From an optimization exercise on the open Yosys and OpenROAD flow, aimed at small area and a short achievable clock period; shortcuts taken in it are not production practice.
The RTL was checked by simulation tests, not by an equivalence proof against the original design.
No driver is modelled on the clock port, so clock power and skew are understated where the tree is cut down; a real chip needs a root buffer or a tree.
Power is estimated from default activity; no workload was simulated.

// Viterbi_Decoder
module Viterbi_Decoder(
    input [1:0] encoded_signal,
    input clk,
    input reset,
    output wire decoded_signal
);
For scale: about 5 I/O pins, about 2200 sq um of cells after synthesis.
==> flow/config.mk <==
export PLATFORM = sky130hd
export DESIGN_NAME = Viterbi_Decoder
export DESIGN_NICKNAME = Viterbi_Decoder
export VERILOG_FILES = /design/flow/design.v
export SDC_FILE = /design/flow/constraint.sdc
export NUM_CORES = 4
export LEC_CHECK = 0
export CAP_MARGIN = 20
export CORE_MARGIN = 2
export CORE_UTILIZATION = 40
export SLEW_MARGIN = 20
export SYNTH_HIERARCHICAL = 1
export SYNTH_MINIMUM_KEEP_SIZE = 0
==> flow/constraint.sdc <==
create_clock -name core_clock -period 10.0 [get_ports {clk}]
set_input_delay 2.0000 -clock core_clock [delete_from_list [all_inputs] [get_ports {clk}]]
set_output_delay 2.0000 -clock core_clock [all_outputs]
set_load 0.01 [all_outputs]
standard.sh (not shown) runs the stock make flow with config.mk's settings and CLKGATE_MAP_FILE= SYNTH_SCRIPT=/design/flow/synth_recipe.tcl, a recipe that flattens the netlist after the stock synthesis.
==> flow/flow/run.sh <==
#!/bin/bash
# The standard layout (the standard.sh, unchanged synthesis), with two
# optimisation knobs: port buffers of a normal buffer cell instead of the
# delay cell buffer_ports picks by default, and a setup margin so that the
# resizer's repair works towards a shorter period than the 10 ns constraint.
# The constraints (constraint.sdc) are not changed.
set -euo pipefail
bash standard.sh \
  "BUFFER_PORTS_ARGS=-buffer_cell sky130_fd_sc_hd__buf_2" \
  SETUP_SLACK_MARGIN=${MARGIN:-7.2} \
  ABC_LOAD_IN_FF=1 \
  "CTS_ARGS=-sink_clustering_enable -repair_clock_nets -dont_use_dummy_load" \
  finish > make_finish.log 2>&1
The first run finished clean.
Change:
--- a/flow/flow/run.sh
+++ b/flow/flow/run.sh
@@ -7,4 +7,5 @@
 set -euo pipefail
 bash standard.sh \
+  "POST_CTS_TCL=$PWD/flow/flat_clock.tcl" \
   "BUFFER_PORTS_ARGS=-buffer_cell sky130_fd_sc_hd__buf_2" \
   SETUP_SLACK_MARGIN=${MARGIN:-7.2} \
==> flow/flow/flat_clock.tcl (new file) <==
set block [ord::get_db_block]
set clkport_net [$block findNet clk]
set root ""
foreach it [$clkport_net getITerms] {
  if {[$it isInputSignal]} { set root [$it getInst] }
}
if {$root eq ""} { error "flat_clock: no root clock buffer" }
set rootin ""; set rootout ""
foreach it [$root getITerms] {
  if {[$it isInputSignal]} { set rootin $it }
  if {[$it isOutputSignal]} { set rootout [$it getNet] }
}
set leaves {}
set other 0
foreach it [$rootout getITerms] {
  set inst [$it getInst]
  if {$inst eq $root} continue
  if {[string match "sky130_fd_sc_hd__clkbuf*" [[$inst getMaster] getName]]} {
    lappend leaves $it
  } else {
    incr other
  }
}
puts "flat_clock: root [$root getName], [llength $leaves] leaf buffers, $other other sinks"
if {$other == 0 && [llength $leaves] > 0 && [llength $leaves] <= 4} {
  foreach it $leaves {
    $it disconnect
    $it connect $clkport_net
  }
  $rootin disconnect
  foreach it [$root getITerms] { if {[$it isOutputSignal]} { $it disconnect } }
  odb::dbInst_destroy $root
  odb::dbNet_destroy $rootout
  detailed_placement
  estimate_parasitics -placement
} else {
  puts "flat_clock: tree left as it is"
}
Wire length goes up by about 3.7%.
Die area is unchanged.
Worst setup slack loses 0.060 ns.
Synthesized cell count stays the same.
Critical path depth rises by 5.
Design area increases by about 3%.
Global-route usage shrinks by 0.37 points.
Count of clock-buffer cells in the layout goes down by 1.
Final cell count climbs by about 2%.
Core utilization rose by 1.4 points.
Via count increases by 2.8%.
Change:
--- a/flow/flow/run.sh
+++ b/flow/flow/run.sh
@@ -7,7 +7,6 @@
 set -euo pipefail
 bash standard.sh \
-  "POST_CTS_TCL=$PWD/flow/flat_clock.tcl" \
   "BUFFER_PORTS_ARGS=-buffer_cell sky130_fd_sc_hd__buf_2" \
-  SETUP_SLACK_MARGIN=${MARGIN:-7.2} \
+  SETUP_SLACK_MARGIN=${MARGIN:-7.3} \
   ABC_LOAD_IN_FF=1 \
   "CTS_ARGS=-sink_clustering_enable -repair_clock_nets -dont_use_dummy_load" \
removed: flow/flow/flat_clock.tcl
Sequential power hardly moves; utilization drops by 0.99 points; routed wire length drops by 4.5%; clock-buffer cell count climbs by 1; via count drops by 0.83%; cell area drops by 2.1%; hold slack is worse by 0.014 ns; critical path depth drops by 5.

========
Another version of the RTL of Viterbi_Decoder (not shown whole).
Size: roughly 52 flip-flops, roughly 5 I/O pins, roughly 2200 µm² of cells after synthesis.
Settings: LEC_CHECK=0, CAP_MARGIN=20, CORE_MARGIN=2, CORE_UTILIZATION=40, PLACE_DENSITY=0.7, SLEW_MARGIN=20, SYNTH_HIERARCHICAL=1, SYNTH_MINIMUM_KEEP_SIZE=0; clock period 10.0 ns.
==> flow/flow/run.sh <==
#!/bin/bash
# The standard layout (the standard.sh: the standard synthesis and ORFS
# flow, unchanged constraints), with these knobs passed to ORFS:
# - port buffers of a normal buffer cell instead of the delay cell that
#   buffer_ports picks by default (every port still gets its buffer);
# - a setup margin, so that the resizer's repair works towards a shorter
#   period than the 10 ns constraint;
# - ABC's output load for the per-module mapping set to 1 fF, so that the
#   small gate-sized modules keep their x1 cells;
# - clock tree synthesis with the default options plus -dont_use_dummy_load.
# All tool output goes to make_finish.log and ORFS's own logs under orfs/.
set -euo pipefail
bash standard.sh \
  "POST_CTS_TCL=$PWD/flow/flat_clock.tcl" \
  "BUFFER_PORTS_ARGS=-buffer_cell sky130_fd_sc_hd__buf_2" \
  SETUP_SLACK_MARGIN=${MARGIN:-7.35} \
  ABC_LOAD_IN_FF=1 \
  "CTS_ARGS=-sink_clustering_enable -repair_clock_nets -dont_use_dummy_load" \
  finish > make_finish.log 2>&1
==> flow/flow/flat_clock.tcl <==
set block [ord::get_db_block]
set clkport_net [$block findNet clk]
set root ""
foreach it [$clkport_net getITerms] {
  if {[$it isInputSignal]} { set root [$it getInst] }
}
if {$root eq ""} { error "flat_clock: no root clock buffer" }
set rootin ""; set rootout ""
foreach it [$root getITerms] {
  if {[$it isInputSignal]} { set rootin $it }
  if {[$it isOutputSignal]} { set rootout [$it getNet] }
}
set leaves {}
set other 0
foreach it [$rootout getITerms] {
  set inst [$it getInst]
  if {$inst eq $root} continue
  if {[string match "sky130_fd_sc_hd__clkbuf*" [[$inst getMaster] getName]]} {
    lappend leaves $it
  } else {
    incr other
  }
}
puts "flat_clock: root [$root getName], [llength $leaves] leaf buffers, $other other sinks"
if {$other == 0 && [llength $leaves] > 0 && [llength $leaves] <= 4} {
  foreach it $leaves {
    $it disconnect
    $it connect $clkport_net
  }
  $rootin disconnect
  foreach it [$root getITerms] { if {[$it isOutputSignal]} { $it disconnect } }
  odb::dbInst_destroy $root
  odb::dbNet_destroy $rootout
  detailed_placement
  estimate_parasitics -placement
} else {
  puts "flat_clock: tree left as it is"
}
Edit:
--- a/flow/flow/run.sh
+++ b/flow/flow/run.sh
@@ -13,5 +13,4 @@
 bash standard.sh \
-  "POST_CTS_TCL=$PWD/flow/flat_clock.tcl" \
   "BUFFER_PORTS_ARGS=-buffer_cell sky130_fd_sc_hd__buf_2" \
-  SETUP_SLACK_MARGIN=${MARGIN:-7.35} \
+  SETUP_SLACK_MARGIN=${MARGIN:-7.2} \
   ABC_LOAD_IN_FF=1 \
removed: flow/flow/flat_clock.tcl
Result: The new run completed with no timing, DRC or antenna violations. Sequential share of layout area rose by 3.1 points. Power barely changes. Count of clock-buffer cells in the layout rose by 1. Wire length fell by 9.6%. Non-clock buffer count fell by 10. Cell count fell by 3.0%. Die area stays the same.
Edit:
==> flow/flow/run.sh (replaced) <==
#!/bin/bash
# The standard layout (the standard.sh, unchanged synthesis), with two
# optimisation knobs: port buffers of a normal buffer cell instead of the
# delay cell buffer_ports picks by default, and a setup margin so that the
# resizer's repair works towards a shorter period than the 10 ns constraint.
# The constraints (constraint.sdc) are not changed.
set -euo pipefail
bash standard.sh \
  "BUFFER_PORTS_ARGS=-buffer_cell sky130_fd_sc_hd__buf_2" \
  SETUP_SLACK_MARGIN=${MARGIN:-7.2} \
  ABC_LOAD_IN_FF=1 \
  "CTS_ARGS=-sink_clustering_enable -repair_clock_nets -dont_use_dummy_load" \
  finish > make_finish.log 2>&1
What happened:
- The changed run completed without violations
- routed wire length stays the same
- combinational power hardly moves
- via count is unchanged
- non-clock buffer count does not change
- sequential share of layout area is unchanged
- worst setup slack is unchanged
- worst hold slack is unchanged
- cell count does not change
- final area is unchanged
- fmax is unchanged

========
== rev 12 ==
Viterbi_Decoder with an RTL version that a note above also has.
Size: ~5 I/O pins, roughly 2200 sq um of cells after synthesis.
Settings: LEC_CHECK=0, CAP_MARGIN=20, CORE_MARGIN=2, CORE_UTILIZATION=40, SLEW_MARGIN=20, SYNTH_HIERARCHICAL=1, SYNTH_MINIMUM_KEEP_SIZE=0; clock period 10.0 ns.
==> flow/flow/run.sh <==
#!/bin/bash
# The standard layout (the standard.sh, unchanged synthesis), with two
# optimisation knobs: port buffers of a normal buffer cell instead of the
# delay cell buffer_ports picks by default, and a setup margin so that the
# resizer's repair works towards a shorter period than the 10 ns constraint.
# The constraints (constraint.sdc) are not changed.
set -euo pipefail
bash standard.sh \
  "BUFFER_PORTS_ARGS=-buffer_cell sky130_fd_sc_hd__buf_2" \
  SETUP_SLACK_MARGIN=${MARGIN:-7.2} \
  ABC_LOAD_IN_FF=1 \
  finish > make_finish.log 2>&1
Input changes introduced in rev 13 (baseline for comparison: rev 12):
diff --git a/flow/flow/run.sh b/flow/flow/run.sh
--- a/flow/flow/run.sh
+++ b/flow/flow/run.sh
@@ -10,3 +10,4 @@
   SETUP_SLACK_MARGIN=${MARGIN:-7.2} \
   ABC_LOAD_IN_FF=1 \
+  "CTS_ARGS=-buf_list sky130_fd_sc_hd__clkbuf_16 -root_buf sky130_fd_sc_hd__clkbuf_16 -sink_buffer_max_cap_derate 1.0 -repair_clock_nets" \
   finish > make_finish.log 2>&1
## What came out
Rev 13 finished every step from synthesis to the final layout, and the layout passed the timing, DRC and antenna checks. From rev 12 to rev 13 the numbers moved as follows: wire length per cell after detailed routing went down by 0.68%; clock group share of total power went up by 4.9 points; power picked up an extra 47 uW.

[afterwards: timing with drivers on the ports]
In the flow no input, the clock included, has a driving cell. The finished layouts below were timed again as built, in two steps.
Step 1 (the two cells are an assumption about what drives the block):
set clk [get_ports {clk}]
set_driving_cell -lib_cell sky130_fd_sc_hd__clkbuf_16 $clk
set_driving_cell -lib_cell sky130_fd_sc_hd__buf_2 [delete_from_list [all_inputs] $clk]
Step 2 moves the port delays by t, midway between the first and last clock arrival at a register: inputs arrive t later, outputs are due t later. That takes back most of the time a late clock gives input paths.
a / b / c = ideal / step 1 / step 2; a / b = the first two.
| run | t (ns) | slack for setup (ns) | worst register clock-pin slew, ns | pins driven straight from the clock port |
|---|---|---|---|---|
| the first run of note 1 | 0.315 | 7.282 / 7.255 / 6.984 | 0.10 / 0.10 | 1 |
| the second run of note 1 | 0.189 | 7.222 / 7.250 / 7.062 | 0.10 / 0.10 | 4 |
| the third run of note 1 | 0.318 | 7.275 / 7.249 / 7.046 | 0.10 / 0.10 | 1 |
| the first run of note 2 | 0.187 | 7.295 / 7.269 / 7.082 | 0.09 / 0.09 | 4 |
| the second run of note 2 | 0.309 | 7.280 / 7.257 / 6.978 | 0.09 / 0.09 | 1 |
| the third run of note 2 | 0.309 | 7.280 / 7.257 / 6.978 | 0.09 / 0.09 | 1 |
| rev 12 | 0.323 | 7.252 / 7.226 / 6.999 | 0.10 / 0.10 | 1 |
| rev 13 | 0.307 | 7.279 / 7.248 / 6.998 | 0.07 / 0.07 | 1 |
After both steps every run listed still meets setup and hold.
